Context: an optimization exercise on an open-source flow, tuned for small area and a short achievable clock period. The choices shown serve that exercise and are no tape-out recipe.
Where RTL was checked, it was by simulation tests only, not by an equivalence proof against the original.
No functional check of the RTL was part of run 2.
No run shown here takes its clock network from TritonCTS; it comes from the design's own scripts or RTL.
No driver is modelled on the clock port, so clock power and skew are understated where the tree is cut down; a real chip needs a root buffer or a tree.
Power is estimated from default activity; no workload was simulated.

File: flow/flow/run.sh
#!/bin/bash
# The standard layout, with the clock tree built by flow/cts_hook.tcl.
set -euo pipefail
W=$(pwd)
bash standard.sh PRE_CTS_TCL="$W/flow/cts_hook.tcl" finish > "$W/orfs_make.log" 2>&1
File: flow/flow/cts_hook.tcl
# Runs before ORFS's CTS step: builds a two-level clock tree (the clock port
# drives 4 buf_16, each driving a quarter of the leaf buffers, each leaf
# buffer a buf_12 driving a compact cluster of flip-flops), then stands in for
# clock_tree_synthesis so the rest of cts.tcl (legalisation, repair) runs as usual.
source [file join [file dirname [info script]] mytree.tcl]
set ::mytree_leafn 30
set ::mytree_nmid 4
set ::mytree_leaf_cell sky130_fd_sc_hd__buf_12
set ::mytree_mid_cell sky130_fd_sc_hd__buf_16
mytree_build
proc clock_tree_synthesis {args} {
  puts "clock_tree_synthesis: tree built by cts_hook.tcl"
  set_propagated_clock [all_clocks]
}
File: flow/flow/mytree.tcl
# Two-level clock tree: the clock port drives NMID mid buffers, each driving
# leaf buffers; each leaf buffer drives a compact cluster of about LEAFN flops.
proc mytree_build {} {
  set block [ord::get_db_block]
  set db [ord::get_db]
  set lib_master [$db findMaster $::mytree_mid_cell]
  set leaf_master [$db findMaster $::mytree_leaf_cell]
  set clknet [$block findNet CLK]
  set pts {}
  foreach it [$clknet getITerms] {
    set inst [$it getInst]
    set bb [$inst getBBox]
    set x [expr {([$bb xMin] + [$bb xMax]) / 2}]
    set y [expr {([$bb yMin] + [$bb yMax]) / 2}]
    lappend pts [list $x $y $it]
  }
  set n [llength $pts]
  set k [expr {int(ceil(double($n) / $::mytree_leafn))}]
  set bands [expr {max(1, int(round(sqrt($k))))}]
  set pts [lsort -integer -index 1 $pts]
  # split into bands with a whole number of clusters each
  set clusters {}
  set start 0
  for {set b 0} {$b < $bands} {incr b} {
    set kb [expr {($k * ($b + 1)) / $bands - ($k * $b) / $bands}]
    set cnt [expr {(($n * (($k * ($b + 1)) / $bands)) / $k) - $start}]
    if {$b == $bands - 1} { set cnt [expr {$n - $start}] }
    set band [lsort -integer -index 0 [lrange $pts $start [expr {$start + $cnt - 1}]]]
    set start [expr {$start + $cnt}]
    set bn [llength $band]
    set s 0
    for {set c 0} {$c < $kb} {incr c} {
      set e [expr {($bn * ($c + 1)) / $kb}]
      lappend clusters [lrange $band $s [expr {$e - 1}]]
      set s $e
    }
  }
  # leaf buffers
  set leaves {}
  set i 0
  foreach cl $clusters {
    set sx 0; set sy 0
    foreach p $cl { set sx [expr {$sx + [lindex $p 0]}]; set sy [expr {$sy + [lindex $p 1]}] }
    set cx [expr {$sx / [llength $cl]}]; set cy [expr {$sy / [llength $cl]}]
    set inst [odb::dbInst_create $block $leaf_master "ctsleaf_$i"]
    $inst setLocation $cx $cy
    $inst setPlacementStatus PLACED
    set net [odb::dbNet_create $block "clknet_leaf_$i"]
    $net setSigType CLOCK
    [$inst findITerm X] connect $net
    foreach p $cl {
      set it [lindex $p 2]
      $it disconnect
      $it connect $net
    }
    lappend leaves [list $cx $cy $inst]
    incr i
  }
  # mid buffers: split leaves into NMID groups (by x halves then y halves)
  set groups [list $leaves]
  set axis 0
  while {[llength $groups] < $::mytree_nmid} {
    set ng {}
    foreach g $groups {
      set g [lsort -integer -index $axis $g]
      set h [expr {[llength $g] / 2}]
      lappend ng [lrange $g 0 [expr {$h - 1}]] [lrange $g $h end]
    }
    set groups $ng
    set axis [expr {1 - $axis}]
  }
  set j 0
  foreach g $groups {
    set sx 0; set sy 0
    foreach p $g { set sx [expr {$sx + [lindex $p 0]}]; set sy [expr {$sy + [lindex $p 1]}] }
    set cx [expr {$sx / [llength $g]}]; set cy [expr {$sy / [llength $g]}]
    set inst [odb::dbInst_create $block $lib_master "ctsmid_$j"]
    $inst setLocation $cx $cy
    $inst setPlacementStatus PLACED
    set net [odb::dbNet_create $block "clknet_mid_$j"]
    $net setSigType CLOCK
    [$inst findITerm X] connect $net
    foreach p $g { [[lindex $p 2] findITerm A] connect $net }
    [$inst findITerm A] connect $clknet
    incr j
  }
  $clknet setSigType CLOCK
  puts "mytree: $n sinks, [llength $clusters] leaves, $j mids"
}
File: flow/standard.sh
#!/bin/bash
# synth_recipe.tcl (not shown) runs the flow's synth.tcl, then flattens the netlist and writes it again
# the make line also repeats each setting of config.mk as NAME=value (left out here)
make -C /OpenROAD-flow-scripts/flow DESIGN_CONFIG=/design/flow/config.mk WORK_HOME=/design/flow/orfs CLKGATE_MAP_FILE= SYNTH_SCRIPT=/design/flow/synth_recipe.tcl "${@:-finish}"
File: flow/config.mk
export PLATFORM = sky130hd
export DESIGN_NAME = SPI_Wrapper
export DESIGN_NICKNAME = SPI_Wrapper
export VERILOG_FILES = /design/flow/design.v
export SDC_FILE = /design/flow/constraint.sdc
export NUM_CORES = 4
export LEC_CHECK = 0
export CAP_MARGIN = 40
export CORE_MARGIN = 2
export CORE_UTILIZATION = 40
export SETUP_SLACK_MARGIN = 2.3
export SLEW_MARGIN = 40
File: flow/constraint.sdc
create_clock -name core_clock -period 4.0 [get_ports {CLK}]
set_input_delay 0.8000 -clock core_clock [delete_from_list [all_inputs] [get_ports {CLK}]]
set_output_delay 0.8000 -clock core_clock [all_outputs]
set_load 0.01 [all_outputs]
File: flow/design.v
module SPI_SLAVE (
    input  wire       CLK,
    input  wire       rst_n,
    input  wire       MOSI,
    input  wire       SS_n,
    input  wire       tx_valid,
    input  wire [2:0] ph,          
    input  wire       tx_bit,      
    output reg  [2:0] tx_pos,
    output reg        MISO,
    output reg  [9:0] rx_data,
    output reg        rx_valid
);
    localparam IDLE      = 3'b000;
    localparam CHK_CMD   = 3'b001;
    localparam WRITE     = 3'b010;
    localparam READ_ADDR = 3'b011;
    localparam READ_DATA = 3'b100;
    reg       read_flag;
    reg [3:0] ser_cnt;
    reg [2:0] CS;
    reg [2:0] NS;
    always @(posedge CLK, negedge rst_n) begin
        if (!rst_n) CS <= IDLE;
        else        CS <= NS;
    end
    always @(*) begin
        case (CS)
        IDLE      : NS = SS_n ? IDLE : CHK_CMD;
        CHK_CMD   : NS = SS_n ? IDLE : (!MOSI ? WRITE : (read_flag ? READ_DATA : READ_ADDR));
        WRITE     : NS = SS_n ? IDLE : WRITE;
        READ_ADDR : NS = SS_n ? IDLE : READ_ADDR;
        READ_DATA : NS = SS_n ? IDLE : READ_DATA;
        default   : NS = IDLE;
        endcase
    end
    always @(posedge CLK, negedge rst_n) begin
        if (!rst_n)                read_flag <= 1'b0;
        else if (CS == READ_ADDR)  read_flag <= 1'b1;
        else if (CS == READ_DATA)  read_flag <= 1'b0;
    end
    wire rx_rec_en = (CS == WRITE) || (CS == READ_ADDR) || (CS == READ_DATA && !tx_valid);
    wire tx_ser_en = (CS == READ_DATA) && tx_valid;
    wire tx_shift  = tx_ser_en && ser_cnt != 4'd8;
    wire cnt_inc   = (rx_rec_en && ser_cnt != 4'd10) || tx_shift;
    wire [3:0] cnt_next = cnt_inc ? ser_cnt + 1'b1 : 4'd0;
    always @(posedge CLK)
        rx_data <= {rx_data[8:0], MOSI};
    always @(posedge CLK, negedge rst_n) begin
        if (!rst_n) begin
            ser_cnt  <= 4'b0;
            rx_valid <= 1'b0;
            MISO     <= 1'b0;
        end
        else begin
            ser_cnt  <= cnt_next;
            rx_valid <= cnt_inc && ser_cnt == 4'd9;
            if (tx_shift) MISO <= tx_bit;
        end
    end
    always @(posedge CLK)
        tx_pos <= cnt_inc ? tx_pos : ph;
endmodule
module RAM (
    input  wire       CLK,
    input  wire       rst_n,
    input  wire [9:0] din,
    input  wire       rx_valid,
    input  wire [2:0] tx_pos,
    output reg  [2:0] ph,
    output reg        tx_valid,
    output wire       tx_bit
);
    integer r, p, j;
    always @(posedge CLK)
        case (ph)
        3'd0: ph <= 3'd1;
        3'd1: ph <= 3'd2;
        3'd2: ph <= 3'd3;
        3'd3: ph <= 3'd4;
        3'd4: ph <= 3'd5;
        3'd5: ph <= 3'd6;
        3'd6: ph <= 3'd7;
        3'd7: ph <= 3'd0;
        default: ph <= 3'd0;
        endcase
    reg [7:0]  address;
    reg [15:0] asel;
    always @(posedge CLK, negedge rst_n) begin
        if (!rst_n) begin
            address  <= 8'b0;
            asel     <= 16'b1;
            tx_valid <= 1'b0;
        end
        else if (rx_valid) begin
            if (!din[8]) begin
                address <= din[7:0];
                asel    <= 16'b1 << din[3:0];
            end
            tx_valid <= din[9] & din[8];
        end
    end
    reg [7:0]  wdata;
    reg [15:0] whi;
    reg [15:0] wlo;
    reg [2:0]  wcnt;
    reg        wbit;
    wire       wload = rx_valid && din[9:8] == 2'b01;
    always @(posedge CLK) begin
        if (wload) begin
            wdata <= din[7:0];
            whi   <= 16'b1 << address[7:4];
            wlo   <= asel;
            wcnt  <= 3'd0;
        end
        else begin
            if (wcnt == 3'd7) whi <= 16'b0;
            wcnt <= wcnt + 1'b1;
        end
    end
    wire [2:0] wpos = ~(ph + 3'd1);
    always @(posedge CLK)
        wbit <= wload ? din[wpos] : wdata[wpos];
    reg [2047:0] mem;
    always @(posedge CLK)
        for (r = 0; r < 256; r = r + 1) begin
            for (p = 1; p < 8; p = p + 1)
                mem[8*r+p] <= mem[8*r+p-1];
            mem[8*r] <= (whi[r/16] && wlo[r%16]) ? wbit : mem[8*r+7];
        end
    reg [15:0] m1;
    reg        b;
    always @(posedge CLK)
        for (r = 0; r < 16; r = r + 1) begin
            b = 1'b0;
            for (j = 0; j < 16; j = j + 1)
                b = b | (asel[j] & mem[8*(16*r + j)]);
            m1[r] <= b;
        end
    reg [7:0] S;
    always @(posedge CLK)
        S <= {S[6:2], m1[address[7:4]], S[0], S[7]};
    assign tx_bit = S[tx_pos];
endmodule
module SPI_Wrapper (
    input  wire CLK,
    input  wire rst_n,
    input  wire SS_n,
    input  wire MOSI,
    output wire MISO
);
    wire [9:0] rx_data;
    wire [2:0] tx_pos;
    wire [2:0] ph;
    wire       rx_valid;
    wire       tx_valid;
    wire       tx_bit;
    SPI_SLAVE SLAVE (
        .CLK(CLK),
        .rst_n(rst_n),
        .SS_n(SS_n),
        .MOSI(MOSI),
        .tx_valid(tx_valid),
        .ph(ph),
        .tx_bit(tx_bit),
        .tx_pos(tx_pos),
        .MISO(MISO),
        .rx_data(rx_data),
        .rx_valid(rx_valid)
    );
    RAM RAM (
        .CLK(CLK),
        .rst_n(rst_n),
        .din(rx_data),
        .rx_valid(rx_valid),
        .tx_pos(tx_pos),
        .ph(ph),
        .tx_valid(tx_valid),
        .tx_bit(tx_bit)
    );
endmodule
==> key figures, run 1 <==
Run status
  – Outcome: complete, no violations

Placed design
  – Dpl hpwl: 49.9 mm
  – GPL Wtd Cong: 0.743
  – Port bufs: 4

Timing
  – Final slew viol count: 0
  – Worst Clk Skew: between 0.03 and 0.04 ns
  – Final hold vios: 0
  – Final setup fails: 0
  – Unrepaired setup endpoints after global routing: yes
  – Slew @ Worst Pin: roughly 0.85 ns
  – Minimum clock period: around 1.9 ns
  – Maximum clock rate: between 0.5 and 0.6 GHz
  – WHS: 0.306 ns
  – Max_slew headroom: 43.3%
  – Final period utilization: 47.6%
  – Post-route setup TNS: 0 ns

Die
  – Placement Rows: 130
  – # IOs: 5
  – Die Y: approximately 360 um
  – Horiz. Die Dim: ~360 um
  – Die area: about 0.13 mm2
  – Initial Utilization: 40.3%
  – Total core area: between 0.1 and 0.15 mm2

Critical path
  – Worst path cell trace: clkdlybuf4s15_1
  – Critical path buffers and inverters: 1
  – Required @ worst endpoint: 3.20 ns
  – Family with the most delay on the worst path: flip-flops
  – CP max stage delay: approximately 0.4 ns
  – Reg2reg setup slack: 2.34 ns
  – Arr. time, crit path: around 1.1 ns
  – Crit path max fanout: 2
  – Setup crit start kind: flop
  – Critical Setup Path Class: flop to output pin
  – Crit-path slowest cell: dfrtp_1
  – CP Capture Type: output pin

Job
  – Max Cap Viol: 0

Synth
  – Synth unique cells: 42
  – EDFF count, synth: 43
  – Top-count cell post-synth: dfxtp_1
  – Syn. warnings: 2
  – List of most frequent post-synthesis cells: 2089 x dfxtp_1, 268 x nand2_1, 260 x mux2_2, 126 x clkbuf_1, 73 x a22o_1
  – Seq cells post-synth: between 2k and 2.5k
  – Yosys top cell by area: dfxtp_1
  – Top cells by area, synth: dfxtp_1 83%, mux2_2 5.8%, edfxtp_1 2.6%, nand2_1 2.0%, dfrtp_1 1.5%
  – Top FF cell, synth: dfxtp_1
  – Mapped cell area: 0.0505 mm2
  – Synth Instances: between 3k and 4k
  – Register area share after synthesis: 86.9%
  – Syn avg cell area: between 15 and 20 um2
  – Yosys top cell area share: 82.8%
  – Ys async rst share: 1.43%
  – Post-Syn Nets: about 3.1k

Final layout
  – Area grow syn2layout: 7.81%
  – Layout cells sized above 1: 14.5%
  – Nets: ~3.1k
  – Fillers: between 10k and 15k
  – Diode count: 0

Global route
  – Total track usage: between 10% and 20%
  – Global-route wire length before repair: about 130 mm
  – Largest net degree at the start of global routing: 97
  – GR Overflow Total: 0
  – Initial antenna violation count: 5
  – Vias in the first global route: 19.7k

Routing
  – Vias after detailed routing: a little over 20k
  – Final wirelength: 87.4 mm
  – Post-route ant nets: 0
  – DRC: 0
  – DRT Pass-1 Iters: 5
  – DRC marker count from the first detailed-route iteration: roughly 1.3k
  – Avg WL per Cell: roughly 18 um
  – Vias per cell: ~4.3

Worst hold path
  – Hold Path Class: flop to flop

Power and ir drop
  – Pleak: 21.6 nW
  – IR Drop Worst-Case VDD: ~0.42 mV
  – Pwr per Cell Area: 561 mW/mm2

CTS
  – Worst-Skew Late Latency: 0.49 ns
  – Clock Pin Slew Worst Setup and Hold Paths: 0.11 ns
  – Post-CTS Hold Buffers: 0
-- area by class of cell --
type | count | area [um2] | area share [%]
plain buffers | 77 | 1570 | 2.89
repair buffers | 78 | 686 | 1.26
flip-flops and latches | 2163 | 43900 | 80.7
inverters | 11 | 45.0 | 0.0828
multi-input cells | 778 | 6110 | 11.2
repair inverters | 1 | 7.51 | 0.0138
well taps | 1650 | 2060 | 3.79
-- registers in the layout, indices dropped and copies added (netlist names) --
name,cells
SLAVE.tx_pos,3
SLAVE.ser_cnt,4
RAM.wbit,1
SLAVE.MISO,1
RAM.tx_valid,1
RAM.address,4
SLAVE.read_flag,1
SLAVE.rx_data,10
RAM.wdata,8
RAM.m1,16
RAM.whi,16
RAM.ph,3
RAM.mem,2048
SLAVE.rx_valid,1
RAM.wlo,16
SLAVE.CS,3
RAM.asel,16
RAM.wcnt,3
RAM.S,8
-- final timing paths --
path | from | end | depth (start not counted)
max in group asynchronous | rst_n | RAM.asel[4]$_DFFE_PN0P_ | 2
min reg2reg | RAM.mem[1309]$_DFF_P_ | RAM.mem[1310]$_DFF_P_ | 0
max | SLAVE.MISO$_DFFE_PN0P_ | MISO | 1
max reg2reg | RAM.asel[7]$_DFFE_PN0P_ | RAM.m1[13]$_DFF_P_ | 4
min in group asynchronous | rst_n | SLAVE.CS[1]$_DFF_PN0_ | 2
min | RAM.mem[1309]$_DFF_P_ | RAM.mem[1310]$_DFF_P_ | 0
-- where the power goes --
part           internal [W]  switching, W
Clock               0.00305       0.00575
Sequential           0.0216     0.0000377
Combinational     0.0000409     0.0000531
-- cell families after synthesis --
logic type	Yosys count	share of synthesized area (%)
and+or+nand+nor	336	2.70
AOI/OAI and AO/OA	155	2.62
buffers and inverters	143	1.08
muxes	276	6.40
adders and majority gates	8	0.198
DFF	2163	86.9
xor gates and xnor gates	3	0.0521
-- layout by cell type, fill, tap and decap left out, types with 5 or more instances in the layout --
master	netlist	routed
dfrtp_1	30	15
dfrtp_4	0	11
a221oi_1	64	56
mux4_2	9	9
nor3_1	9	9
ha_1	8	8
a22o_1	73	73
dfxtp_1	2089	2087
buf_4	0	64
mux2_2	260	260
nor2_1	24	24
inv_1	11	10
a221oi_2	0	8
edfxtp_1	43	43
nand2_1	268	268
buf_12	0	79
mux2i_1	5	5
nand4_1	17	17
-- repair_timing --
action / in CTS / in global routing
buffers inserted: 19 / 24
pin swaps: 0 / 1
cloned: 1 / 0
setup endpoints to repair: 264 / 63
resized for setup: 17 / 11
endpoints found under the hold margin: 0 / 0
-- metrics by stage --
stage	util, %	instance area, um2	power [W]	setup slack (ns)	cells
after CTS	43.2	54200	0.0308	2.02	4733
final	43.4	54400	0.0305	2.09	4758
after global placement	41.7	52300	0.0222	1.87	4633
after floorplan	-	50500	0.0222	2.28	3084
after global routing	43.4	54400	0.0316	2.04	4758
after detailed placement	41.8	52400	0.0222	1.85	4636
-- layer usage --
| metal | track usage (%) | routed length, um |
|---|---|---|
| met4 | 3.17 | 2380 |
| met2 | 20.4 | 37500 |
| met1 | 19.8 | 44600 |
| met5 | 0 | 10 |
| met3 | 1.38 | 2930 |
==> run 2: changes to the inputs <==
--- a/flow/design.v
+++ b/flow/design.v
@@ -102,5 +102,6 @@
     end
     reg [7:0]  wdata;
-    reg [15:0] whi;
+    reg [7:4]  wa;
+    reg        wact;
     reg [15:0] wlo;
     reg [2:0]  wcnt;
@@ -110,13 +111,15 @@
         if (wload) begin
             wdata <= din[7:0];
-            whi   <= 16'b1 << address[7:4];
+            wa    <= address[7:4];
+            wact  <= 1'b1;
             wlo   <= asel;
             wcnt  <= 3'd0;
         end
         else begin
-            if (wcnt == 3'd7) whi <= 16'b0;
+            if (wcnt == 3'd7) wact <= 1'b0;
             wcnt <= wcnt + 1'b1;
         end
     end
+    wire [15:0] whi = wact ? 16'b1 << wa : 16'b0;
     wire [2:0] wpos = ~(ph + 3'd1);
     always @(posedge CLK)
--- a/flow/config.mk
+++ b/flow/config.mk
@@ -6,7 +6,9 @@
 export NUM_CORES = 4
 export LEC_CHECK = 0
+export ABC_AREA = 1
 export CAP_MARGIN = 40
 export CORE_MARGIN = 2
-export CORE_UTILIZATION = 40
-export SETUP_SLACK_MARGIN = 2.3
+export CORE_UTILIZATION = 65
+export PLACE_DENSITY = 0.75
+export SETUP_SLACK_MARGIN = 2.2
 export SLEW_MARGIN = 40
==> key figures, run 2 <==
Run status
  – Outcome: complete, no violations

Synth
  – EDFF count, synth: 31 (-28%)
  – Yosys top cell by area: dfxtp_1
  – Syn avg cell area: 14.2 um2 (-13%)
  – List of most frequent post-synthesis cells: 2090 x dfxtp_1, 582 x nand2_1, 121 x o21ai_0, 111 x a21oi_1, 101 x clkbuf_1
  – Register area share after synthesis: 87.3% (+0.38 points)
  – Top FF cell, synth: dfxtp_1
  – Seq cells post-synth: 2152 (-0.51%)
  – Ys async rst share: 1.44% (+0.0073 points)
  – Post-Syn Nets: 3534 (+14%)
  – Mapped cell area: 0.0499 mm2 (-1.2%)
  – Yosys top cell area share: 83.9% (+1.1 points)
  – Synth Instances: 3520 (+14%)
  – Top-count cell post-synth: dfxtp_1
  – Synth unique cells: 28 (-33%)
  – Top cells by area, synth: dfxtp_1 84%, nand2_1 4.4%, edfxtp_1 1.9%, dfrtp_1 1.5%, a31oi_1 1.2%
  – Syn. warnings: 2 (unchanged)

Critical path
  – Critical path buffers and inverters: 1 (unchanged)
  – Family with the most delay on the worst path: flip-flops
  – Crit path max fanout: 2 (unchanged)
  – Reg2reg setup slack: 2.20 ns (-0.14 ns)
  – Required @ worst endpoint: 3.20 ns (about the same)
  – Setup crit start kind: flop
  – Crit-path slowest cell: dfrtp_1
  – CP Capture Type: output pin
  – Arr. time, crit path: 1.01 ns (-0.10 ns)
  – Critical Setup Path Class: flop to output pin
  – Worst path cell trace: clkbuf_2
  – CP startpoint: SLAVE.MISO$_DFFE_PN0P_
  – CP max stage delay: 0.41 ns (+0.02 ns)
  – Worst r2r src: SLAVE.rx_valid$_DFF_PN0_

Power and ir drop
  – Pwr per Cell Area: 571 mW/mm2 (+1.7%)
  – Switching power: 0.00581 W (-0.62%)
  – Sequential share of power: 70.9% (about the same)
  – Clock power share: 28.6% (-0.2 points)
  – Net Sw Frac: 19.1% (about the same)
  – Combinational share of power: 0.4% (about the same)
  – Pleak: 20.4 nW (-5.5%)
  – IR Drop Worst-Case VDD: 0.446 mV (+7.1%)
  – Int Power: 0.0245 W (-0.62%)

Routing
  – Vias per cell: 5.17 (+20%)
  – DRC marker count from the first detailed-route iteration: 1885 (+40%)
  – Avg WL per Cell: 19.9 um (+8.1%)
  – DRC: 0 (unchanged)
  – DRT Pass-1 Iters: 6 (+1)
  – Final wirelength: 91.0 mm (+4.1%)
  – Vias after detailed routing: 23.7k (+15%)
  – Post-route ant nets: 0 (unchanged)

Die
  – Initial Utilization: 65.7% (+25 points)
  – Total core area: 0.0759 mm2 (-39%)
  – Horiz. Die Dim: 281 um (-22%)
  – # IOs: 5 (unchanged)
  – Die area: 0.0790 mm2 (-39%)
  – Placement Rows: 101 (-22%)
  – Die Y: 281 um (-22%)

Worst hold path
  – Hold Path Class: flop to flop
  – Hold Path Origin: RAM.mem[886]$_DFF_P_

CTS
  – Worst-Skew Late Latency: 0.48 ns (about the same)
  – Clock Pin Slew Worst Setup and Hold Paths: 0.12 ns (about the same)

Timing
  – Max_slew headroom: 48.6% (+5.3 points)
  – Final slew viol count: 0 (unchanged)
  – Final hold vios: 0 (unchanged)
  – Slew @ Worst Pin: 0.771 ns (-0.0797 ns)
  – Post-route setup TNS: 0 ns (unchanged)
  – WHS: 0.323 ns (+0.0171 ns)
  – Final setup fails: 0 (unchanged)
  – Worst Clk Skew: 0.0196 ns (-0.0178 ns)
  – Final period utilization: 45.3% (-2.4 points)
  – Minimum clock period: 1.81 ns (-0.0959 ns)
  – Unrepaired setup endpoints after global routing: yes
  – Maximum clock rate: 0.552 GHz (+5.3%)

Final layout
  – Leading cell types in the layout, fill and taps excluded: 2090 x dfxtp_1, 581 x nand2_1, 121 x o21ai_0, 109 x a21oi_1, 98 x a31oi_1
  – Max FFs per register: 2048 (unchanged)
  – Nets: 3568 (+14%)
  – Area grow syn2layout: 6.60%
  – Layout cells sized above 1: 5.41% (-9.1 points)
  – Most common cell after layout, fill and taps aside: dfxtp_1
  – Largest Register: RAM.mem
  – Diode count: 0 (unchanged)

Global route
  – GR Overflow Total: 0 (unchanged)
  – Vias in the first global route: 22.9k (+17%)
  – Initial antenna violation count: 0 (-5)
  – Largest net degree at the start of global routing: 140 (+44%)
  – Global-route wire length before repair: 136 mm (+5.5%)
  – Total track usage: 22.7% (+9.5 points)

Placed design
  – Dpl hpwl: 55.7 mm (+12%)
  – Port bufs: 4 (unchanged)
  – GPL Wtd Cong: 0.815 (+9.7%)

Job
  – Max Cap Viol: 0 (unchanged)
[run 2: changes by cell type after synthesis, sizes merged, moves of 12 or more]
cell,previous run,this run
nor2,24,43
o21ai,4,193
inv,11,53
mux2,260,0
clkbuf,126,101
nand3,3,80
a21oi,4,111
buf,6,26
a31oi,0,98
a221oi,64,19
a22o,73,13
edfxtp,43,31
nand2,268,582
[run 2: power groups by stage]
| stage | Clock [W] | Sequential [W] | Combinational (W) |
|---|---|---|---|
| after floorplan | 0 | 0.0220 | 0.0000894 |
| after global placement | 0 | 0.0220 | 0.000111 |
| after detailed placement | 0 | 0.0220 | 0.000125 |
| after CTS | 0.00881 | 0.0215 | 0.000125 |
| after global routing | 0.00951 | 0.0215 | 0.000153 |
| final | 0.00869 | 0.0215 | 0.000130 |
[run 2: worst paths after layout]
path | to | cells past startpoint
worst min register to register | RAM.mem[887]$_DFF_P_ | 0
max in group asynchronous | RAM.asel[0]$_DFFE_PN1P_ | 2
worst min-delay path | RAM.mem[887]$_DFF_P_ | 0
min in group asynchronous | RAM.address[4]$_DFFE_PN0P_ | 2
worst max register to register | RAM.asel[7]$_DFFE_PN0P_ | 4
worst max-delay path | MISO | 1
[run 2: kinds of logic (layout without fill, tap and decap cells)]
kind of cell | count (synthesis) | in the layout | synth area share [%]
XOR/XNOR | 3 | 3 | 0.0527
flip-flops | 2152 | 2152 | 87.3
AO/OA/AOI/OAI | 444 | 444 | 4.99
adder cells (fa/ha/maj) | 10 | 10 | 0.251
buffers and inverters | 180 | 210 | 1.43
AND/OR/NAND/NOR | 731 | 733 | 5.95
[run 2: layer usage]
metal,vias to the layer above,track usage [%],share of wire [%],wire [um]
met4,0,6.98,3.7,3340
met2,725,35.6,44,40400
li1,11305,-,-,-
met5,-,0,0,0
met3,175,2.06,5.9,5390
met1,11462,33.9,46,41900
[run 2: cell type report]
| type | count | area [um2] |
|---|---|---|
| inverters | 53 | 225 |
| well taps | 1030 | 1290 |
| repair buffers | 80 | 798 |
| plain buffers | 76 | 1550 |
| flip-flops and latches | 2152 | 43600 |
| repair inverters | 1 | 8.76 |
| fillers | 4933 | 22800 |
| multi-input cells | 1190 | 5740 |
[run 2: metrics by stage]
stage | area [um2] | utilization (%) | total power (W) | worst slack (ns) | instances
floorplan | 49900 | - | 0.0221 | 2.44 | 3520
global placement | 51000 | 67.2 | 0.0221 | 1.76 | 4472
detailed placement | 51100 | 67.3 | 0.0222 | 1.85 | 4477
CTS | 53000 | 69.8 | 0.0305 | 2.02 | 4571
global route | 53200 | 70.0 | 0.0312 | 2.14 | 4582
finish | 53200 | 70.0 | 0.0304 | 2.19 | 4582
[run 2: what timing repair did]
| action | CTS | global route |
|---|---|---|
| hold buffers | 0 | 0 |
| gates cloned | 2 | 1 |
| resized for setup | 17 | 15 |
| endpoints found under the setup margin | 188 | 122 |
| setup buffers | 16 | 10 |
| pin swaps | 12 | 5 |
==> run 3: changes to the inputs <==
--- a/flow/design.v
+++ b/flow/design.v
@@ -102,6 +102,5 @@
     end
     reg [7:0]  wdata;
-    reg [7:4]  wa;
-    reg        wact;
+    reg [15:0] whi;
     reg [15:0] wlo;
     reg [2:0]  wcnt;
@@ -111,15 +110,13 @@
         if (wload) begin
             wdata <= din[7:0];
-            wa    <= address[7:4];
-            wact  <= 1'b1;
+            whi   <= 16'b1 << address[7:4];
             wlo   <= asel;
             wcnt  <= 3'd0;
         end
         else begin
-            if (wcnt == 3'd7) wact <= 1'b0;
+            if (wcnt == 3'd7) whi <= 16'b0;
             wcnt <= wcnt + 1'b1;
         end
     end
-    wire [15:0] whi = wact ? 16'b1 << wa : 16'b0;
     wire [2:0] wpos = ~(ph + 3'd1);
     always @(posedge CLK)
--- a/flow/flow/cts_hook.tcl
+++ b/flow/flow/cts_hook.tcl
@@ -9,4 +9,17 @@
 set ::mytree_mid_cell sky130_fd_sc_hd__buf_16
 mytree_build
+
+# The MISO port buffer: a plain buf_4, kept from later resizing (the resizer
+# otherwise may pick one of the slow delay buffers of the same footprint).
+set block [ord::get_db_block]
+foreach it [[[$block findBTerm MISO] getNet] getITerms] {
+  if {[$it isOutputSignal]} {
+    set drv [$it getInst]
+    replace_cell [$drv getName] sky130_fd_sc_hd__buf_4
+    set_dont_touch [get_cells [$drv getName]]
+    puts "MISO port buffer [$drv getName] set to buf_4"
+  }
+}
+
 proc clock_tree_synthesis {args} {
   puts "clock_tree_synthesis: tree built by cts_hook.tcl"
==> key figures, run 3 <==
Global route
  – Global-route wire length before repair: 137 mm (+0.60%)
  – Met1 usage: 32.9% (-1.0 points)
  – Total track usage: 22.7% (about the same)
  – Vias in the first global route: 23.2k (+1.1%)
  – Largest net degree at the start of global routing: 114 (-19%)
  – Met2 usage in global routing: 36.1% (+0.46 points)
  – Initial antenna violation count: 2 (+2)
  – Met3 Track Usage GR: 2.78% (+0.71 points)
  – Busiest grt layer: met2
  – GR Overflow Total: 0 (unchanged)

Synth
  – Ys async rst share: 1.43% (-0.0073 points)
  – Synth Instances: 3421 (-2.8%)
  – Seq cells post-synth: 2163 (+0.51%)
  – Register area share after synthesis: 87.6% (+0.27 points)
  – Yosys top cell area share: 83.5% (-0.43 points)
  – EDFF count, synth: 43 (+39%)
  – Syn avg cell area: 14.6 um2 (+3.4%)
  – Top cells by area, synth: dfxtp_1 83%, a31oi_1 3.2%, a21oi_1 2.6%, edfxtp_1 2.6%, nand2_1 2.2%
  – Synth unique cells: 32 (+14%)
  – Post-Syn Nets: 3433 (-2.9%)
  – Mapped cell area: 0.0501 mm2 (+0.47%)
  – Syn. warnings: 2 (unchanged)
  – Top-count cell post-synth: dfxtp_1
  – Yosys top cell by area: dfxtp_1
  – Top FF cell, synth: dfxtp_1
  – List of most frequent post-synthesis cells: 2089 x dfxtp_1, 299 x nand2_1, 262 x a21oi_1, 257 x a31oi_1, 114 x clkbuf_1

Final layout
  – Largest Register: RAM.mem
  – Fillers: 4995 (+1.3%)
  – Nets: 3418 (-4.2%)
  – Reg area: 0.0439 mm2 (+0.77%)
  – Layout cells sized above 1: 4.58% (-0.82 points)
  – Max FFs per register: 2048 (unchanged)
  – Non-Filler Instances: 4434 (-3.2%)
  – Final core utilization: 69.5% (-0.45 points)
  – Area of the multi-input gates: 0.00538 mm2 (-6.2%)
  – Leading cell types in the layout, fill and taps excluded: 2089 x dfxtp_1, 299 x nand2_1, 262 x a21oi_1, 257 x a31oi_1, 73 x buf_12
  – Most common cell after layout, fill and taps aside: dfxtp_1
  – Diode count: 0 (unchanged)
  – Area grow syn2layout: 5.59%

Routing
  – Avg WL per Cell: 20.4 um (+2.8%)
  – DRT Pass-1 Iters: 6 (unchanged)
  – Final wirelength: 90.6 mm (-0.49%)
  – Post-route ant nets: 0 (unchanged)
  – DRC marker count from the first detailed-route iteration: 1877 (-0.42%)
  – Vias per cell: 5.29 (+2.3%)
  – Vias after detailed routing: 23.4k (-0.96%)
  – DRC: 0 (unchanged)

Die
  – Horiz. Die Dim: 282 um (+0.23%)
  – Placement Rows: 101 (unchanged)
  – Initial Utilization: 65.9% (+0.20 points)
  – # IOs: 5 (unchanged)
  – Die area: 0.0793 mm2 (+0.46%)
  – Die Y: 282 um (+0.23%)
  – Total core area: 0.0761 mm2 (+0.17%)

Timing
  – Post-route setup TNS: 0 ns (unchanged)
  – WHS: 0.321 ns (-0.00239 ns)
  – Unrepaired setup endpoints after global routing: yes
  – Maximum clock rate: 0.549 GHz (-0.62%)
  – Minimum clock period: 1.82 ns (+0.0112 ns)
  – Slew @ Worst Pin: 0.850 ns (+0.0792 ns)
  – Worst Clk Skew: 0.0225 ns (+0.00294 ns)
  – Final slew viol count: 0 (unchanged)
  – Max_slew headroom: 43.3% (-5.3 points)
  – Final hold vios: 0 (unchanged)
  – Final period utilization: 45.5% (+0.28 points)
  – Final setup fails: 0 (unchanged)

Placed design
  – GPL Wtd Cong: 0.852 (+4.6%)
  – Port bufs: 4 (unchanged)
  – Placed cell count: 4352 (-2.8%)
  – Dpl hpwl: 55.4 mm (-0.61%)

Critical path
  – Critical Setup Path Class: flop to output pin
  – Worst r2r src: RAM.wlo[2]$_DFFE_PP_
  – Crit-path slowest cell: dfrtp_1
  – Reg2Reg Depth: 3 (-1)
  – Crit path capture: MISO
  – Critical path buffers and inverters: 1 (unchanged)
  – Crit path max fanout: 2 (unchanged)
  – Setup crit start kind: flop
  – Logic depth of the worst setup path including buffers: 1 (unchanged)
  – Family with the most delay on the worst path: flip-flops
  – Worst path cell trace: buf_4
  – CP max stage delay: 0.40 ns (about the same)
  – FF-to-FF End: RAM.mem[1040]$_DFF_P_
  – Arr. time, crit path: 1.02 ns (about the same)
  – CP startpoint: SLAVE.MISO$_DFFE_PN0P_
  – CP Capture Type: output pin
  – Reg2reg setup slack: 2.21 ns (about the same)
  – Required @ worst endpoint: 3.20 ns (about the same)

Power and ir drop
  – Design Power: 0.0306 W (+0.67%)
  – Pleak: 20.6 nW (+0.85%)
  – IR Drop Worst-Case VDD: 0.486 mV (+8.9%)
  – Pwr per Cell Area: 578 mW/mm2 (+1.2%)

CTS
  – Post-CTS Hold Buffers: 0 (unchanged)
  – Clock Pin Slew Worst Setup and Hold Paths: 0.11 ns (about the same)
  – Worst-Skew Late Latency: 0.48 ns (about the same)

Job
  – Max Cap Viol: 0 (unchanged)

Worst hold path
  – Hold Path Class: flop to flop

Run status
  – Outcome: complete, no violations
## run 3: cell count changes after synthesis, moves of 6 or more
| cell | before | now |
|---|---|---|
| nand2_1 | 582 | 299 |
| a31oi_1 | 98 | 257 |
| a21oi_1 | 111 | 262 |
| o21ai_0 | 121 | 27 |
| o21ai_1 | 72 | 1 |
| nand3_1 | 80 | 34 |
| nand4_1 | 21 | 57 |
| buf_2 | 23 | 46 |
| nor2_1 | 31 | 49 |
| nor3_1 | 4 | 22 |
| a221oi_1 | 19 | 4 |
| clkbuf_1 | 101 | 114 |
| edfxtp_1 | 31 | 43 |
| nor2_4 | 7 | 1 |
## run 3: report_power, final
group,switching (W),internal [W]
combinational,0.0000976,0.0000468
sequential,0.0000418,0.0216
clock,0.00570,0.00305
## run 3: final cells by class
| type | instances | share of cell area [%] |
|---|---|---|
| sequential | 2163 | 83.0 |
| inverter | 48 | 0.364 |
| tap | 1030 | 2.44 |
| timing repair buffer | 66 | 1.10 |
| buffer | 77 | 2.97 |
| multi-input combinational | 1050 | 10.2 |
## run 3: cells by family after synthesis
logic type | after synthesis | synth area share (%)
buf+inv | 209 | 1.70
compound gates | 565 | 6.41
fa+ha+maj | 8 | 0.200
flops | 2163 | 87.6
simple gates | 473 | 4.05
xor+xnor | 3 | 0.0524
## run 3: layer usage
| metal | part of all wire, % | wire (um) | vias to the layer above |
|---|---|---|---|
| met5 | 0 | 0 | - |
| met4 | 3.8 | 3420 | 0 |
| met3 | 6.2 | 5630 | 206 |
| met2 | 45 | 40600 | 715 |
| met1 | 45 | 41000 | 11318 |
| li1 | - | - | 11201 |
## run 3: worst min-delay path by stage
stage | startpoint | endpoint | slack [ns] | depth (start not counted)
2_1_floorplan | RAM.mem[1001]$_DFF_P_ | RAM.mem[1002]$_DFF_P_ | 0.31 | 0
3_3_place_gp | RAM.mem[147]$_DFF_P_ | RAM.mem[148]$_DFF_P_ | 0.31 | 0
3_5_place_dp | RAM.mem[1261]$_DFF_P_ | RAM.mem[1262]$_DFF_P_ | 0.31 | 0
4_1_cts | RAM.mem[382]$_DFF_P_ | RAM.mem[383]$_DFF_P_ | 0.33 | 0
5_1_grt | RAM.mem[1426]$_DFF_P_ | RAM.mem[1427]$_DFF_P_ | 0.33 | 0
6_report | RAM.mem[190]$_DFF_P_ | RAM.mem[191]$_DFF_P_ | 0.32 | 0
## run 3: per-stage QoR
stage | setup WS, ns | cell area [um2]
2_1_floorplan | 2.51 | 50100
3_3_place_gp | 2.10 | 51100
3_5_place_dp | 2.10 | 51300
4_1_cts | 2.16 | 52900
5_1_grt | 2.14 | 52900
6_report | 2.18 | 52900
## run 3: timing repair
| action | CTS | global route |
|---|---|---|
| gates resized for setup | 4 | 2 |
| pin swaps | 1 | 0 |
| cloned | 1 | 0 |
| endpoints found under the setup margin | 84 | 50 |
| setup buffers | 0 | 3 |
==> run 4: changes to the inputs <==
--- a/flow/config.mk
+++ b/flow/config.mk
@@ -11,4 +11,4 @@
 export CORE_UTILIZATION = 65
 export PLACE_DENSITY = 0.75
-export SETUP_SLACK_MARGIN = 2.2
+export SETUP_SLACK_MARGIN = 2.25
 export SLEW_MARGIN = 40
==> key figures, run 4 <==
Synth
  – Yosys top cell area share: 83.5% (unchanged)
  – Synth unique cells: 32 (unchanged)
  – Post-synthesis compound-gate area fraction: 6.41% (unchanged)
  – Seq cells post-synth: 2163 (unchanged)
  – Syn. warnings: 2 (unchanged)
  – Simple-gate share of the synthesized area: 4.05% (unchanged)
  – Ys async rst share: 1.43% (unchanged)
  – List of most frequent post-synthesis cells: 2089 x dfxtp_1, 299 x nand2_1, 262 x a21oi_1, 257 x a31oi_1, 114 x clkbuf_1
  – Mux cell area share after synthesis: 0% (unchanged)
  – Top FF cell, synth: dfxtp_1
  – Top cells by area, synth: dfxtp_1 83%, a31oi_1 3.2%, a21oi_1 2.6%, edfxtp_1 2.6%, nand2_1 2.2%
  – Syn avg cell area: 14.6 um2 (unchanged)
  – Synth Instances: 3421 (unchanged)
  – Post-Syn Nets: 3433 (unchanged)
  – Adder-Cell Fraction of Synth Area: 0.200% (unchanged)
  – Top-count cell post-synth: dfxtp_1
  – EDFF count, synth: 43 (unchanged)
  – Post-Synth XOR/XNOR Area: 0.0524% (unchanged)
  – Mapped cell area: 0.0501 mm2 (unchanged)
  – Register area share after synthesis: 87.6% (unchanged)
  – Yosys top cell by area: dfxtp_1
  – Largest family of logic cells by synthesized area: compound AO/OA/AOI/OAI gates

Die
  – Horiz. Die Dim: 282 um (unchanged)
  – Total core area: 0.0761 mm2 (unchanged)
  – # IOs: 5 (unchanged)
  – Die area: 0.0793 mm2 (unchanged)
  – Die Y: 282 um (unchanged)
  – Placement Rows: 101 (unchanged)
  – Initial Utilization: 65.9% (unchanged)

Critical path
  – FF-to-FF End: RAM.m1[3]$_DFF_P_
  – Critical path buffers and inverters: 1 (unchanged)
  – Worst r2r src: RAM.asel[2]$_DFFE_PN0P_
  – Family with the most delay on the worst path: flip-flops
  – Setup crit start kind: flop
  – Required @ worst endpoint: 3.20 ns (about the same)
  – CP Capture Type: output pin
  – Crit path max fanout: 2 (unchanged)
  – Reg2reg setup slack: 2.27 ns (+0.06 ns)
  – Critical Setup Path Class: flop to output pin
  – Reg2Reg Depth: 5 (+2)
  – CP max stage delay: 0.40 ns (about the same)
  – Crit-path slowest cell: dfrtp_1
  – Worst path cell trace: buf_4
  – Arr. time, crit path: 1.02 ns (about the same)

Final layout
  – Layout cells sized above 1: 4.81% (+0.23 points)
  – Nets: 3422 (+0.12%)
  – Leading cell types in the layout, fill and taps excluded: 2089 x dfxtp_1, 299 x nand2_1, 261 x a21oi_1, 257 x a31oi_1, 73 x buf_12
  – Final core utilization: 69.7% (+0.11 points)
  – Area grow syn2layout: 5.75%
  – Max FFs per register: 2048 (unchanged)
  – Diode count: 0 (unchanged)
  – Most common cell after layout, fill and taps aside: dfxtp_1
  – Largest Register: RAM.mem
  – Fillers: 4991 (-0.080%)

Power and ir drop
  – Sequential share of power: 70.9% (about the same)
  – Net Sw Frac: 19.1% (+0.023 points)
  – Clock power share: 28.6% (about the same)
  – Pwr per Cell Area: 577 mW/mm2 (-0.12%)
  – Combinational share of power: 0.5% (about the same)
  – IR Drop Worst-Case VDD: 0.485 mV (-0.14%)
  – Switching power: 0.00585 W (+0.16%)
  – Int Power: 0.0247 W (about the same)
  – Pleak: 20.6 nW (+0.16%)

Timing
  – Final slew viol count: 0 (unchanged)
  – Final setup fails: 0 (unchanged)
  – Final period utilization: 45.5% (-0.050 points)
  – Unrepaired setup endpoints after global routing: yes
  – Final hold vios: 0 (unchanged)
  – Maximum clock rate: 0.550 GHz (+0.11%)
  – Max_slew headroom: 42.3% (-0.97 points)
  – Worst Clk Skew: 0.0253 ns (+0.00279 ns)
  – Post-route setup TNS: 0 ns (unchanged)
  – Slew @ Worst Pin: 0.865 ns (+0.0146 ns)
  – Minimum clock period: 1.82 ns (-0.00198 ns)

Worst hold path
  – Hold Path Class: flop to flop
  – Hold path depth: 0 (unchanged)
  – Hold Path Origin: RAM.mem[190]$_DFF_P_
  – Hold Crit Endpoint: RAM.mem[191]$_DFF_P_

Global route
  – Largest net degree at the start of global routing: 114 (unchanged)
  – GR Overflow Total: 0 (unchanged)
  – Global-route wire length before repair: 137 mm (about the same)
  – Vias in the first global route: 23.2k (+0.0086%)
  – Initial antenna violation count: 2 (unchanged)
  – Total track usage: 22.7% (about the same)

Routing
  – Post-route ant nets: 0 (unchanged)
  – DRT Pass-1 Iters: 6 (unchanged)
  – DRC marker count from the first detailed-route iteration: 1888 (+0.59%)
  – DRC: 0 (unchanged)
  – Vias after detailed routing: 23.6k (+0.77%)
  – Vias per cell: 5.32 (+0.68%)
  – Final wirelength: 91.7 mm (+1.3%)
  – Avg WL per Cell: 20.7 um (+1.2%)

Job
  – Max Cap Viol: 0 (unchanged)

Run status
  – Outcome: complete, no violations

Placed design
  – Dpl hpwl: 55.4 mm (unchanged)
  – GPL Wtd Cong: 0.852 (unchanged)
  – Port bufs: 4 (unchanged)

CTS
  – Clock Pin Slew Worst Setup and Hold Paths: 0.11 ns (about the same)
  – Worst-Skew Late Latency: 0.48 ns (about the same)
## run 4: cell counts after synthesis
No cell type changed its count.
## run 4: per-stage QoR
stage	power (W)	hold slack, ns	setup slack, ns	instances	area, um2
final	0.0306	0.321	2.18	4438	53000
after global routing	0.0314	0.335	2.14	4438	53000
after CTS	0.0307	0.326	2.16	4431	52900
after detailed placement	0.0223	0.312	2.10	4352	51300
after global placement	0.0223	0.309	2.10	4340	51100
after floorplan	0.0222	0.310	2.51	3421	50100
## run 4: logic make-up after synthesis
| kind of cell | Yosys count |
|---|---|
| buf+inv | 209 |
| flops | 2163 |
| compound gates | 565 |
| xor+xnor | 3 |
| simple gates | 473 |
| fa+ha+maj | 8 |
## run 4: cell type report
| cell class | count | area (um2) | share of cell area [%] |
|---|---|---|---|
| Buffer | 77 | 1570 | 2.97 |
| Inverter | 48 | 206 | 0.390 |
| Multi-Input combinational cell | 1050 | 5400 | 10.2 |
| Sequential cell | 2163 | 43900 | 82.8 |
| Tap cell | 1030 | 1290 | 2.43 |
| Timing Repair Buffer | 69 | 619 | 1.17 |
| Timing Repair inverter | 1 | 8.76 | 0.0165 |
## run 4: worst max path at each step
stage                        startpoint                        to  cells past startpoint
2_1_floorplan  SLAVE.rx_valid$_DFF_PN0_  RAM.whi[0]$_SDFFCE_PP0P_                      4
3_3_place_gp    RAM.asel[4]$_DFFE_PN0P_         RAM.m1[3]$_DFF_P_                      5
3_5_place_dp    RAM.asel[4]$_DFFE_PN0P_         RAM.m1[3]$_DFF_P_                      5
4_1_cts          SLAVE.MISO$_DFFE_PN0P_                      MISO                      1
5_1_grt          SLAVE.MISO$_DFFE_PN0P_                      MISO                      1
6_report         SLAVE.MISO$_DFFE_PN0P_                      MISO                      1
## run 4: power groups by stage
stage               registers [W]   logic, W  clock network (W)
global route               0.0217   0.000165            0.00957
CTS                        0.0217   0.000142            0.00886
detailed placement         0.0222   0.000138                  0
floorplan                  0.0222  0.0000959                  0
finish                     0.0217   0.000149            0.00876
global placement           0.0222   0.000122                  0
## run 4: what timing repair did
action                     4_1_cts  5_1_grt
gates resized for setup          4       10
gates cloned                     1        2
setup buffers                    1        5
hold buffers                     0        0
pin swaps                        1        0
setup endpoints to repair      165       95
## run 4: layer usage
layer | global-route usage, % | part of all wire (%) | vias to the layer above
met5 | 0 | 0 | -
met4 | 7.28 | 3.9 | 0
met3 | 2.78 | 6.1 | 211
met2 | 36.1 | 45 | 756
met1 | 32.9 | 45 | 11449
li1 | - | - | 11204
==> run 5: changes to the inputs <==
--- a/flow/config.mk
+++ b/flow/config.mk
@@ -11,4 +11,4 @@
 export CORE_UTILIZATION = 65
 export PLACE_DENSITY = 0.75
-export SETUP_SLACK_MARGIN = 2.25
+export SETUP_SLACK_MARGIN = 2.15
 export SLEW_MARGIN = 40
==> key figures, run 5 <==
Critical path
  – Required @ worst endpoint: 3.20 ns (about the same)
  – Critical Setup Path Class: flop to output pin
  – Crit path max fanout: 2 (unchanged)
  – Arr. time, crit path: 1.02 ns (about the same)
  – Crit-path slowest cell: dfrtp_1
  – CP max stage delay: 0.40 ns (about the same)
  – Setup crit start kind: flop
  – Family with the most delay on the worst path: flip-flops
  – Critical path buffers and inverters: 1 (unchanged)
  – Worst path cell trace: buf_4
  – CP Capture Type: output pin

Synth
  – Mapped cell area: 0.0501 mm2 (unchanged)
  – Synth Instances: 3421 (unchanged)
  – List of most frequent post-synthesis cells: 2089 x dfxtp_1, 299 x nand2_1, 262 x a21oi_1, 257 x a31oi_1, 114 x clkbuf_1
  – Syn. warnings: 2 (unchanged)
  – Register area share after synthesis: 87.6% (unchanged)
  – Ys async rst share: 1.43% (unchanged)
  – Seq cells post-synth: 2163 (unchanged)
  – Synth unique cells: 32 (unchanged)
  – Top cells by area, synth: dfxtp_1 83%, a31oi_1 3.2%, a21oi_1 2.6%, edfxtp_1 2.6%, nand2_1 2.2%
  – Top-count cell post-synth: dfxtp_1
  – Yosys top cell by area: dfxtp_1
  – Yosys top cell area share: 83.5% (unchanged)
  – EDFF count, synth: 43 (unchanged)
  – Top FF cell, synth: dfxtp_1
  – Syn avg cell area: 14.6 um2 (unchanged)
  – Post-Syn Nets: 3433 (unchanged)

Global route
  – Total track usage: 22.7% (about the same)
  – Met1 usage: 32.9% (about the same)
  – Busiest grt layer: met2
  – Global-route wire length before repair: 137 mm (about the same)
  – Initial antenna violation count: 2 (unchanged)
  – Vias in the first global route: 23.2k (-0.017%)
  – Met2 usage in global routing: 36.1% (-0.044 points)
  – Largest net degree at the start of global routing: 114 (unchanged)
  – Met3 Track Usage GR: 2.78% (unchanged)
  – GR Overflow Total: 0 (unchanged)

Timing
  – Maximum clock rate: 0.549 GHz (-0.13%)
  – Post-route setup TNS: 0 ns (unchanged)
  – Worst Clk Skew: 0.0279 ns (+0.00262 ns)
  – Final period utilization: 45.5% (+0.062 points)
  – Minimum clock period: 1.82 ns (+0.00246 ns)
  – Final slew viol count: 0 (unchanged)
  – Slew @ Worst Pin: 0.863 ns (-0.00190 ns)
  – Unrepaired setup endpoints after global routing: yes
  – Max_slew headroom: 42.5% (+0.13 points)
  – Final WS setup: 2.18 ns (-0.00246 ns)
  – Final setup fails: 0 (unchanged)
  – Final hold vios: 0 (unchanged)

Job
  – Max Cap Viol: 0 (unchanged)

Die
  – Die Y: 282 um (unchanged)
  – # IOs: 5 (unchanged)
  – Initial Utilization: 65.9% (unchanged)
  – Total core area: 0.0761 mm2 (unchanged)
  – Horiz. Die Dim: 282 um (unchanged)
  – Die area: 0.0793 mm2 (unchanged)
  – Placement Rows: 101 (unchanged)

Final layout
  – Layout cells sized above 1: 4.50% (-0.31 points)
  – Most common cell after layout, fill and taps aside: dfxtp_1
  – Nets: 3415 (-0.20%)
  – Area grow syn2layout: 5.53%
  – Fillers: 4999 (+0.16%)
  – Max FFs per register: 2048 (unchanged)
  – Post-route cell area: 0.0529 mm2 (-0.21%)
  – Final core utilization: 69.5% (-0.15 points)
  – Leading cell types in the layout, fill and taps excluded: 2089 x dfxtp_1, 299 x nand2_1, 262 x a21oi_1, 257 x a31oi_1, 74 x buf_12
  – Largest Register: RAM.mem
  – Diode count: 0 (unchanged)

Placed design
  – GPL Wtd Cong: 0.852 (unchanged)
  – Port bufs: 4 (unchanged)
  – Dpl ws: 2.10 ns (unchanged)
  – Dpl hpwl: 55.4 mm (unchanged)
  – Post-Place Cell Area: 0.0513 mm2 (unchanged)

Routing
  – DRC marker count from the first detailed-route iteration: 1967 (+4.2%)
  – Avg WL per Cell: 20.4 um (-1.1%)
  – Vias per cell: 5.30 (-0.48%)
  – Vias after detailed routing: 23.5k (-0.64%)
  – Final wirelength: 90.6 mm (-1.2%)
  – Post-route ant nets: 0 (unchanged)
  – DRC: 0 (unchanged)
  – DRT Pass-1 Iters: 5 (-1)

Power and ir drop
  – Pleak: 20.5 nW (-0.26%)
  – IR Drop Worst-Case VDD: 0.486 mV (+0.12%)
  – Pwr per Cell Area: 578 mW/mm2 (+0.21%)

CTS
  – Worst-Skew Late Latency: 0.48 ns (about the same)
  – Clock Pin Slew Worst Setup and Hold Paths: 0.12 ns (about the same)
  – Post-CTS Hold Buffers: 0 (unchanged)

Run status
  – Outcome: complete, no violations

Worst hold path
  – Hold Path Class: flop to flop
## run 5: final timing paths
check | startpoint | endpoint | slack, ns | cells after the start
max | SLAVE.MISO$_DFFE_PN0P_ | MISO | 2.18 | 1
min | RAM.mem[507]$_DFF_P_ | RAM.mem[508]$_DFF_P_ | 0.32 | 0
max reg2reg | RAM.asel[4]$_DFFE_PN0P_ | RAM.m1[3]$_DFF_P_ | 2.23 | 5
min reg2reg | RAM.mem[507]$_DFF_P_ | RAM.mem[508]$_DFF_P_ | 0.32 | 0
max in group asynchronous | rst_n | RAM.asel[10]$_DFFE_PN0P_ | 2.91 | 2
min in group asynchronous | rst_n | SLAVE.CS[2]$_DFF_PN0_ | 0.72 | 2
## run 5: cells by family (layout without fill, tap and decap cells)
| family | Yosys count | after routing | share of synthesized area, % |
|---|---|---|---|
| compound gates | 565 | 565 | 6.41 |
| simple gates | 473 | 474 | 4.05 |
| flops | 2163 | 2163 | 87.6 |
| xor+xnor | 3 | 3 | 0.0524 |
| buf+inv | 209 | 188 | 1.70 |
| fa+ha+maj | 8 | 8 | 0.200 |
## run 5: routing by layer
metal	part of all wire (%)	wire length, um
met1	45	41000
met2	45	40700
met3	6.1	5570
met4	3.7	3380
met5	0	0
## run 5: final cells by class
| type | instances | area, um2 | area share, % |
|---|---|---|---|
| buffer | 77 | 1570 | 2.97 |
| multi-input combinational | 1050 | 5380 | 10.2 |
| tap | 1030 | 1290 | 2.44 |
| sequential | 2163 | 43900 | 83.0 |
| inverter | 48 | 193 | 0.364 |
| timing repair buffer | 63 | 553 | 1.05 |
## run 5: where the power goes
group	switching [W]	internal, W	total (W)
Clock	0.00571	0.00305	0.00876
Sequential	0.0000416	0.0216	0.0217
Combinational	0.0000977	0.0000468	0.000144
Total	0.00585	0.0247	0.0306
## run 5: metrics by stage
step	std cells	hold slack [ns]	power [W]
6_report	4431	0.321	0.0306
5_1_grt	4431	0.335	0.0314
4_1_cts	4430	0.326	0.0307
3_5_place_dp	4352	0.312	0.0223
3_3_place_gp	4340	0.309	0.0223
2_1_floorplan	3421	0.310	0.0222
## run 5: timing repair
item | 4_1_cts | 5_1_grt
cloned | 1 | 0
pin swaps | 1 | 0
gates resized for setup | 3 | 2
setup endpoints to repair | 32 | 19
setup buffers | 0 | 0
==> run 6: changes to the inputs <==
--- a/flow/config.mk
+++ b/flow/config.mk
@@ -6,9 +6,7 @@
 export NUM_CORES = 4
 export LEC_CHECK = 0
-export ABC_AREA = 1
 export CAP_MARGIN = 40
 export CORE_MARGIN = 2
-export CORE_UTILIZATION = 65
-export PLACE_DENSITY = 0.75
-export SETUP_SLACK_MARGIN = 2.15
+export CORE_UTILIZATION = 40
+export SETUP_SLACK_MARGIN = 2.3
 export SLEW_MARGIN = 40
==> key figures, run 6 <==
Power and ir drop
  – IR Drop Worst-Case VDD: 0.417 mV (-14%)
  – Pwr per Cell Area: 561 mW/mm2 (-2.9%)
  – Combinational share of power: 0.3% (-0.2 points)
  – Pleak: 21.6 nW (+5.0%)
  – Net Sw Frac: 19.1% (about the same)
  – Switching power: 0.00585 W (about the same)
  – Design Power: 0.0305 W (about the same)
  – Clock power share: 28.8% (about the same)
  – Sequential share of power: 70.9% (about the same)
  – Int Power: 0.0247 W (about the same)

Global route
  – Global-route wire length before repair: 129 mm (-5.8%)
  – Vias in the first global route: 19.7k (-15%)
  – Largest net degree at the start of global routing: 97 (-15%)
  – Initial antenna violation count: 5 (+3)
  – Total track usage: 13.2% (-9.5 points)
  – GR Overflow Total: 0 (unchanged)

Die
  – Die Y: 359 um (+28%)
  – Total core area: 0.125 mm2 (+65%)
  – Horiz. Die Dim: 359 um (+28%)
  – # IOs: 5 (unchanged)
  – Placement Rows: 130 (+29%)
  – Die area: 0.129 mm2 (+63%)
  – Initial Utilization: 40.3% (-26 points)

Final layout
  – Leading cell types in the layout, fill and taps excluded: 2087 x dfxtp_1, 268 x nand2_1, 260 x mux2_2, 79 x buf_12, 73 x a22o_1
  – Layout cells sized above 1: 14.5% (+10 points)
  – Post-route cell area: 0.0544 mm2 (+2.9%)
  – Nets: 3122 (-8.6%)
  – Max FFs per register: 2048 (unchanged)
  – Diode count: 0 (unchanged)
  – Most common cell after layout, fill and taps aside: dfxtp_1
  – Largest Register: RAM.mem
  – Area grow syn2layout: 7.80%

Timing
  – Unrepaired setup endpoints after global routing: yes
  – Final slew viol count: 0 (unchanged)
  – Slew @ Worst Pin: 0.851 ns (-0.0123 ns)
  – Max_slew headroom: 43.3% (+0.82 points)
  – WHS: 0.305 ns (-0.0161 ns)
  – Final setup fails: 0 (unchanged)
  – Worst Clk Skew: 0.0369 ns (+0.00898 ns)
  – Final period utilization: 45.4% (-0.11 points)
  – Minimum clock period: 1.82 ns (-0.00425 ns)
  – Final hold vios: 0 (unchanged)
  – Post-route setup TNS: 0 ns (unchanged)
  – Maximum clock rate: 0.550 GHz (+0.23%)
  – Final WS setup: 2.18 ns (+0.00425 ns)

Critical path
  – Crit path max fanout: 2 (unchanged)
  – Family with the most delay on the worst path: flip-flops
  – CP startpoint: SLAVE.MISO$_DFFE_PN0P_
  – Critical path buffers and inverters: 1 (unchanged)
  – Setup crit start kind: flop
  – Arr. time, crit path: 1.02 ns (about the same)
  – Worst r2r src: RAM.asel[4]$_DFFE_PN0P_
  – Worst path cell trace: buf_4
  – Required @ worst endpoint: 3.20 ns (about the same)
  – CP max stage delay: 0.39 ns (about the same)
  – Critical Setup Path Class: flop to output pin
  – CP Capture Type: output pin
  – Crit-path slowest cell: dfrtp_1

Synth
  – Post-Syn Nets: 3096 (-9.8%)
  – Top cells by area, synth: dfxtp_1 83%, mux2_2 5.8%, edfxtp_1 2.6%, nand2_1 2.0%, dfrtp_1 1.5%
  – Syn. warnings: 2 (unchanged)
  – Seq cells post-synth: 2163 (unchanged)
  – Synth unique cells: 42 (+31%)
  – List of most frequent post-synthesis cells: 2089 x dfxtp_1, 268 x nand2_1, 260 x mux2_2, 126 x clkbuf_1, 73 x a22o_1
  – Yosys top cell by area: dfxtp_1
  – Register area share after synthesis: 86.9% (-0.65 points)
  – EDFF count, synth: 43 (unchanged)
  – Mapped cell area: 0.0505 mm2 (+0.75%)
  – Top-count cell post-synth: dfxtp_1
  – Ys async rst share: 1.43% (unchanged)
  – Syn avg cell area: 16.4 um2 (+12%)
  – Synth Instances: 3084 (-9.9%)
  – Yosys top cell area share: 82.8% (-0.62 points)
  – Top FF cell, synth: dfxtp_1

Routing
  – DRT Pass-1 Iters: 5 (unchanged)
  – DRC: 0 (unchanged)
  – Final wirelength: 87.4 mm (-3.5%)
  – Avg WL per Cell: 18.4 um (-10%)
  – Vias after detailed routing: 20.5k (-13%)
  – Post-route ant nets: 0 (unchanged)
  – Vias per cell: 4.31 (-19%)
  – DRC marker count from the first detailed-route iteration: 1367 (-31%)

Placed design
  – Post-Place Cell Area: 0.0524 mm2 (+2.1%)
  – Dpl ws: 1.85 ns (-0.247 ns)
  – Dpl hpwl: 49.9 mm (-9.8%)
  – Port bufs: 4 (unchanged)
  – GPL Wtd Cong: 0.743 (-13%)

Run status
  – Outcome: complete, no violations

Worst hold path
  – Hold Path Origin: RAM.mem[1309]$_DFF_P_
  – Hold Path Class: flop to flop

CTS
  – Clock Pin Slew Worst Setup and Hold Paths: 0.11 ns (about the same)
  – Worst-Skew Late Latency: 0.49 ns (about the same)
  – Post-CTS Hold Buffers: 0 (unchanged)

Job
  – Max Cap Viol: 0 (unchanged)
[run 6: cell count changes in the layout (fill, tap and decap cells not counted), sizes merged, moves of 40 or more]
cell | before | now
a21oi | 263 | 4
a221oi | 4 | 64
a22o | 10 | 73
a31oi | 257 | 0
mux2 | 0 | 260
nand4 | 57 | 17
[run 6: layer usage]
metal  part of all wire [%]  vias up  GRT usage (%)
met3                    3.2      128           1.38
met5                  0.011        -              0
met4                    2.7        2           3.17
li1                       -    10030              -
met2                     43      245           20.4
met1                     51    10107           19.8
[run 6: cell type report]
cell class / count / area, um2
Tap cell: 1650 / 2060
Inverter: 11 / 45.0
Timing Repair inverter: 1 / 7.51
Multi-Input combinational cell: 778 / 6110
Timing Repair Buffer: 78 / 683
Buffer: 77 / 1570
Fill cell: 11031 / 71000
Sequential cell: 2163 / 43900
[run 6: power by group through the flow]
stage / Clock [W] / Sequential [W] / Combinational, W
finish: 0.00880 / 0.0217 / 0.0000940
detailed placement: 0 / 0.0222 / 0.0000852
global placement: 0 / 0.0222 / 0.0000818
CTS: 0.00906 / 0.0217 / 0.0000862
floorplan: 0 / 0.0221 / 0.0000661
global route: 0.00979 / 0.0217 / 0.000109
[run 6: cells by family after synthesis]
| logic type | synth area share [%] |
|---|---|
| adders and majority gates | 0.198 |
| DFF | 86.9 |
| and+or+nand+nor | 2.70 |
| buffers and inverters | 1.08 |
| xor gates and xnor gates | 0.0521 |
| muxes | 6.40 |
| AOI/OAI and AO/OA | 2.62 |
[run 6: final timing paths]
check | to | slack, ns | depth (start not counted)
max in group asynchronous | RAM.asel[14]$_DFFE_PN0P_ | 2.94 | 2
hold / removal | RAM.mem[1310]$_DFF_P_ | 0.30 | 0
setup / recovery | MISO | 2.18 | 1
setup reg to reg | RAM.m1[8]$_DFF_P_ | 2.34 | 4
min in group asynchronous | SLAVE.CS[1]$_DFF_PN0_ | 0.70 | 2
hold reg to reg | RAM.mem[1310]$_DFF_P_ | 0.30 | 0
[run 6: repair_timing]
| action | in CTS | in global routing |
|---|---|---|
| setup buffers | 19 | 24 |
| cloned | 1 | 0 |
| setup endpoints to repair | 264 | 63 |
| pin swaps | 0 | 1 |
| resized for setup | 16 | 10 |
[run 6: metrics by stage]
step | cells | util, %
floorplan | 3084 | -
global placement | 4633 | 41.7
detailed placement | 4636 | 41.8
CTS | 4733 | 43.2
global route | 4758 | 43.4
finish | 4758 | 43.4
==> run 7: changes to the inputs <==
--- a/flow/config.mk
+++ b/flow/config.mk
@@ -6,7 +6,9 @@
 export NUM_CORES = 4
 export LEC_CHECK = 0
-export CAP_MARGIN = 40
+export ABC_AREA = 1
+export CAP_MARGIN = 20
 export CORE_MARGIN = 2
-export CORE_UTILIZATION = 40
-export SETUP_SLACK_MARGIN = 2.3
-export SLEW_MARGIN = 40
+export CORE_UTILIZATION = 50
+export PLACE_DENSITY = 0.65
+export SETUP_SLACK_MARGIN = 2.2
+export SLEW_MARGIN = 20
==> key figures, run 7 <==
Critical path
  – Crit-path slowest cell: dfrtp_1
  – Critical Setup Path Class: flop to output pin
  – Setup crit start kind: flop
  – Critical path buffers and inverters: 1 (unchanged)
  – Worst path cell trace: buf_4
  – Family with the most delay on the worst path: flip-flops
  – Arr. time, crit path: 1.01 ns (about the same)

Run status
  – Outcome: complete, no violations

Synth
  – Top FF cell, synth: dfxtp_1
  – Syn avg cell area: 14.6 um2 (-11%)
  – Post-Syn Nets: 3433 (+11%)
  – Ys async rst share: 1.43% (unchanged)
  – List of most frequent post-synthesis cells: 2089 x dfxtp_1, 299 x nand2_1, 262 x a21oi_1, 257 x a31oi_1, 114 x clkbuf_1
  – Yosys top cell by area: dfxtp_1
  – Synth Instances: 3421 (+11%)
  – Top-count cell post-synth: dfxtp_1
  – Yosys top cell area share: 83.5% (+0.62 points)
  – Seq cells post-synth: 2163 (unchanged)
  – Register area share after synthesis: 87.6% (+0.65 points)
  – Top cells by area, synth: dfxtp_1 83%, a31oi_1 3.2%, a21oi_1 2.6%, edfxtp_1 2.6%, nand2_1 2.2%
  – EDFF count, synth: 43 (unchanged)
  – Mapped cell area: 0.0501 mm2 (-0.75%)

Timing
  – Post-route setup TNS: 0 ns (unchanged)
  – Maximum clock rate: 0.552 GHz (+0.30%)
  – Final slew viol count: 0 (unchanged)
  – Minimum clock period: 1.81 ns (-0.00553 ns)
  – Final hold vios: 0 (unchanged)
  – Final period utilization: 45.3% (-0.14 points)
  – Slew @ Worst Pin: 1.10 ns (+0.249 ns)
  – Worst Clk Skew: 0.0184 ns (-0.0185 ns)
  – Final setup fails: 0 (unchanged)
  – Max_slew headroom: 26.7% (-17 points)

Job
  – Max Cap Viol: 0 (unchanged)

Routing
  – DR WL met2: 36.7 mm (-2.1%)
  – Post-route ant nets: 0 (unchanged)
  – Vias per cell: 4.81 (+11%)
  – Final wirelength: 85.5 mm (-2.2%)
  – Top Metal Used: met4
  – Routed length on met1: 43.1 mm (-3.8%)
  – DRT Pass-1 Iters: 6 (+1)
  – Avg WL per Cell: 18.2 um (-0.91%)
  – Met3 routed WL: 3.35 mm (+19%)
  – DRC marker count from the first detailed-route iteration: 1643 (+20%)
  – DRC: 0 (unchanged)

Power and ir drop
  – Design Power: 0.0306 W (about the same)
  – Pleak: 20.5 nW (-5.0%)
  – Pwr per Cell Area: 575 mW/mm2 (+2.4%)
  – IR Drop Worst-Case VDD: 0.384 mV (-7.8%)

Final layout
  – Nets: 3411 (+9.3%)
  – Diode count: 0 (unchanged)
  – Leading cell types in the layout, fill and taps excluded: 2089 x dfxtp_1, 299 x nand2_1, 262 x a21oi_1, 257 x a31oi_1, 73 x buf_12
  – Most common cell after layout, fill and taps aside: dfxtp_1
  – Post-route cell area: 0.0532 mm2 (-2.3%)
  – Max FFs per register: 2048 (unchanged)
  – Largest Register: RAM.mem

Die
  – # IOs: 5 (unchanged)
  – Die area: 0.103 mm2 (-20%)
  – Die Y: 321 um (-11%)
  – Initial Utilization: 50.3% (+10 points)
  – Placement Rows: 116 (-11%)

Global route
  – Vias in the first global route: 20.9k (+6.3%)
  – Global-route wire length before repair: 128 mm (-0.84%)
  – Total track usage: 16.3% (+3.1 points)
  – Initial antenna violation count: 3 (-2)

CTS
  – Worst-Skew Late Latency: 0.48 ns (about the same)
  – Clock Pin Slew Worst Setup and Hold Paths: 0.11 ns (about the same)
  – Post-CTS Hold Buffers: 0 (unchanged)

Worst hold path
  – Hold Path Class: primary input to asynchronous set/reset pin

Placed design
  – Dpl hpwl: 49.8 mm (-0.34%)
  – Dpl ws: 1.85 ns (-0.00357 ns)
  – GPL Wtd Cong: 0.766 (+3.1%)
run 7: final cells by class:
class                      count  area (um2)
tap                         1298        1620
timing repair buffer          59         490
inverter                      48         206
buffer                        77        1570
sequential                  2163       43900
fill                        8014       46500
multi-input combinational   1050        5380
run 7: per-layer routing:
layer,vias up,GRT usage [%]
met5,-,0
met4,0,4.16
met3,133,1.49
met2,420,24.8
met1,10845,25.1
li1,11163,-
run 7: power breakdown:
part	switching, W	total, W	internal [W]
logic	0.0000817	0.000127	0.0000449
registers	0.0000390	0.0217	0.0216
clock network	0.00573	0.00878	0.00305
total	0.00585	0.0306	0.0247
run 7: stage by stage:
step / utilization (%) / hold WS [ns] / instances
finish: 53.3 / 0.273 / 4695
detailed placement: 51.6 / 0.312 / 4607
global route: 53.3 / 0.284 / 4695
global placement: 51.6 / 0.310 / 4605
floorplan: - / 0.310 / 3421
CTS: 53.2 / 0.325 / 4687
run 7: kinds of logic after synthesis:
family / share of synthesized area, %
DFF: 87.6
AOI/OAI and AO/OA: 6.41
adders and majority gates: 0.200
and+or+nand+nor: 4.05
buffers and inverters: 1.70
xor gates and xnor gates: 0.0524
run 7: final timing paths:
kind | startpoint | slack [ns] | depth (start not counted) | endpoint
setup reg to reg | RAM.wlo[9]$_DFFE_PP_ | 2.26 | 3 | RAM.mem[456]$_DFF_P_
max in group asynchronous | rst_n | 3.17 | 2 | RAM.asel[5]$_DFFE_PN0P_
min in group core_clock | RAM.mem[1189]$_DFF_P_ | 0.32 | 0 | RAM.mem[1190]$_DFF_P_
hold reg to reg | RAM.mem[1189]$_DFF_P_ | 0.32 | 0 | RAM.mem[1190]$_DFF_P_
setup / recovery | SLAVE.MISO$_DFFE_PN0P_ | 2.19 | 1 | MISO
hold / removal | rst_n | 0.27 | 1 | SLAVE.CS[2]$_DFF_PN0_
run 7: repair_timing:
item / 4_1_cts / 5_1_grt
pin swaps: 1 / 0
setup buffers: 2 / 5
gates cloned: 1 / 0
setup endpoints to repair: 24 / 93
resized for setup: 0 / 6
